This design comes from an exercise in tuning for small area on the open sky130 flow, not from production work.
Power figures rest on the tool's default switching activity, not on a simulated workload.

==> flow/design.v <==
module REG_FILE_MODULE (
    input clk,
    input [7:0] we,           
    input [15:0] wd,
    input [7:0] ra1,          
    input [7:0] ra2,          
    output [15:0] rd1,
    output [15:0] rd2
);
reg [15:0] r0, r1, r2, r3, r4, r5, r6, r7;
always @(posedge clk) begin
    if (we[0]) r0 <= wd;
    if (we[1]) r1 <= wd;
    if (we[2]) r2 <= wd;
    if (we[3]) r3 <= wd;
    if (we[4]) r4 <= wd;
    if (we[5]) r5 <= wd;
    if (we[6]) r6 <= wd;
    if (we[7]) r7 <= wd;
end
assign rd1 = ({16{ra1[0]}} & r0) | ({16{ra1[1]}} & r1) | ({16{ra1[2]}} & r2) | ({16{ra1[3]}} & r3)
           | ({16{ra1[4]}} & r4) | ({16{ra1[5]}} & r5) | ({16{ra1[6]}} & r6) | ({16{ra1[7]}} & r7);
assign rd2 = ({16{ra2[0]}} & r0) | ({16{ra2[1]}} & r1) | ({16{ra2[2]}} & r2) | ({16{ra2[3]}} & r3)
           | ({16{ra2[4]}} & r4) | ({16{ra2[5]}} & r5) | ({16{ra2[6]}} & r6) | ({16{ra2[7]}} & r7);
endmodule
module top_module (
    input clk,
    input rst,
    output [15:0] imem_addr,
    input  [15:0] imem_data,
    output dmem_we,
    output dmem_re,
    output [15:0] dmem_addr,
    output [15:0] dmem_wdata,
    input  [15:0] dmem_rdata
);
    wire [15:0] ins = imem_data;
    wire [3:0] op = ins[15:12];
    wire [2:0] rs = ins[11:9];
    wire [2:0] rt = ins[8:6];
    wire [2:0] rd = ins[5:3];
    wire [15:0] sx = {{10{ins[5]}}, ins[5:0]};
    reg [15:1] pc;
    assign imem_addr = {pc, 1'b0};
    wire is_lw  = (op == 4'b0000);
    wire is_sw  = (op == 4'b0001);
    wire is_sub = (op == 4'b0011);
    wire is_not = (op == 4'b0100);
    wire is_shl = (op == 4'b0101);
    wire is_shr = (op == 4'b0110);
    wire is_and = (op == 4'b0111);
    wire is_or  = (op == 4'b1000);
    wire is_gt  = (op == 4'b1001);
    wire is_beq = (op == 4'b1011);
    wire is_bne = (op == 4'b1100);
    wire is_j   = (op == 4'b1101);
    wire is_mem = is_lw | is_sw;
    wire is_add = (op == 4'b0010) | (op == 4'b1010) | (op == 4'b1110) | (op == 4'b1111);
    wire wen = ~(is_sw | is_beq | is_bne | is_j);
    wire [15:0] a, b;
    wire [15:0] wd;
    wire [2:0] wa = is_lw ? rt : rd;
    wire [7:0] we, ra1, ra2;
    genvar g;
    generate for (g = 0; g < 8; g = g + 1) begin : dec
        assign we[g]  = rst | (wen & (wa == g));
        assign ra1[g] = (rs == g);
        assign ra2[g] = (rt == g);
    end endgenerate
    REG_FILE_MODULE gpr (
        .clk(clk), .we(we), .wd(wd), .ra1(ra1), .ra2(ra2), .rd1(a), .rd2(b)
    );
    wire sub = is_sub | is_gt;
    wire [15:0] bop = is_mem ? sx : b;
    wire [16:0] sum = {1'b0, a} + {1'b0, bop ^ {16{sub}}} + {16'd0, sub};
    wire eq = (a == b);
    wire gt = sum[16] & ~eq;       
    wire [15:0] arev, shin, shl, shrr;
    generate for (g = 0; g < 16; g = g + 1) begin : rev
        assign arev[g] = a[15-g];
        assign shrr[g] = shl[15-g];
    end endgenerate
    assign shin = is_shr ? arev : a;
    assign shl = shin << b[3:0];
    wire big = |b[15:4];
    wire [15:0] res =
          ({16{is_add | is_mem | is_sub}} & sum[15:0])
        | ({16{is_not}} & ~a)
        | ({16{is_shl & ~big}} & shl)
        | ({16{is_shr & ~big}} & shrr)
        | ({16{is_and}} & (a & b))
        | ({16{is_or}} & (a | b))
        | {15'd0, is_gt & gt};
    assign wd = rst ? 16'd0 : (is_lw ? dmem_rdata : res);
    assign dmem_we = is_sw;
    assign dmem_re = is_lw;
    assign dmem_addr = sum[15:0];
    assign dmem_wdata = b;
    wire taken = (is_beq & eq) | (is_bne & ~eq);
    wire [15:1] pcn = pc + (taken ? sx[14:0] : 15'd0) + 15'd1;
    always @(posedge clk) begin
        if (rst) pc <= 15'd0;
        else if (is_j) pc <= {pcn[15:13], ins[11:0]};
        else pc <= pcn;
    end
endmodule
make LEC_CHECK=0 CAP_MARGIN=20 CORE_MARGIN=2 CORE_UTILIZATION=40 GPL_TIMING_DRIVEN=0 PLACE_DENSITY=0.6 SLEW_MARGIN=20 finish   # period 6.5 ns
run.sh (not shown) runs the stock make flow with config.mk's settings and CLKGATE_MAP_FILE= SYNTH_SCRIPT=/design/flow/synth_recipe.tcl, a recipe that flattens the netlist after the stock synthesis.
Next try:
==> flow/flow/run.sh (new file) <==
#!/bin/bash
# Standard ORFS layout, except that the final ABC mapping in synthesis uses an
# area-oriented script (flow/area.abc). Everything before ABC (and so every
# register and its cell type) is the standard synthesis.
set -euo pipefail
HERE=$(pwd)
sed "s#SYNTH_SCRIPT=[^ ]*#SYNTH_SCRIPT=$HERE/flow/synth_area.tcl ADDER_MAP_FILE= SYNTH_OPERATIONS_ARGS=-noshare#" standard.sh > standard_area.sh
export AREA_ABC_SCRIPT=$HERE/flow/area.abc
bash standard_area.sh "$@" > flow_make.log 2>&1
==> flow/flow/area.abc (new file) <==
strash
dch
amap
==> flow/flow/synth_area.tcl (new file) <==
# synth_recipe.tcl with the final abc call redirected to an area script.
proc synth {args} { yosys synth -nofsm -noshare {*}$args }
proc abc {args} {
  set i [lsearch -exact $args -script]
  if { $i >= 0 } { lset args [expr { $i + 1 }] $::env(AREA_ABC_SCRIPT) }
  yosys abc {*}$args
}
source $::env(SCRIPTS_DIR)/synth.tcl
# left out here: clear keep_hierarchy, flatten, clean up, hide names made inside functions, write 1_2_yosys.v
==> flow/standard.sh (new file) <==
#!/bin/bash
# synth_recipe.tcl (not shown) runs the flow's synth.tcl, then flattens the netlist and writes it again
# the make line also repeats each setting of config.mk as NAME=value (left out here)
make -C /OpenROAD-flow-scripts/flow DESIGN_CONFIG=/design/flow/config.mk WORK_HOME=/design/flow/orfs CLKGATE_MAP_FILE= SYNTH_SCRIPT=/design/flow/synth_recipe.tcl "${@:-finish}"
removed: flow/run.sh
This time the run produced a layout that fails on negative setup slack. Cell count rose by a few percent. Total power fell by about a fifth. Die area goes down by about a fifth.
Next try:
==> flow/run.sh (new file) <==
#!/bin/bash
# synth_recipe.tcl (not shown) runs the flow's synth.tcl, then flattens the netlist and writes it again
# the make line also repeats each setting of config.mk as NAME=value (left out here)
make -C /OpenROAD-flow-scripts/flow DESIGN_CONFIG=/design/flow/config.mk WORK_HOME=/design/flow/orfs CLKGATE_MAP_FILE= SYNTH_SCRIPT=/design/flow/synth_recipe.tcl finish
CAP_MARGIN = 0   (was 20)
CORE_UTILIZATION = 60   (was 40)
PLACE_DENSITY = 0.75   (was 0.6)
SLEW_MARGIN = 0   (was 20)
removed: flow/flow/run.sh
removed: flow/flow/area.abc
removed: flow/flow/synth_area.tcl
removed: flow/standard.sh
Result:
- The new run produced a clean layout
- global-route usage came out higher by 9.1 points
- die area came out lower by 17%
- via count came out higher by about 0.6%
- sequential share of layout area came out lower by 1.3 points
- first-iteration DRC count came out higher by 13%
- worst setup slack gains 230 ps
- non-clock buffer count came out lower by 29
No run of this note included a check of the RTL's function; only the layout flow was run.

==> separate check: timing with driven ports <==
How much do the figures lean on ideal ports? The routed layouts below were timed once more, with nothing changed but the port constraints.
Step 1 assumes that a clkbuf_16 drives the clock port and a buf_2 every other input.
Step 2 also shifts input and output timing later by t, the mid clock arrival at the registers, as if the neighbouring blocks saw the same clock.
Three values: ideal, step 1, step 2; two values: the first two.
run	shift t [ns]	slack for setup (ns)	worst setup path at the end	latest minus earliest clock arrival (ns)
the first run	0.477	0.139 / 0.143 / -0.316	input to register	0.017 / 0.017
the second run	0.469	-0.131 / -0.197 / -0.234	input to register	0.013 / 0.014
the third run	0.476	0.103 / 0.079 / -0.319	input to register	0.011 / 0.010
With both steps, setup timing fails in the first run and the third run, where it was met with ideal ports. The setup slack of the first run, which loses most, moves by +0.004 ns with the drivers and by -0.455 ns with both steps.
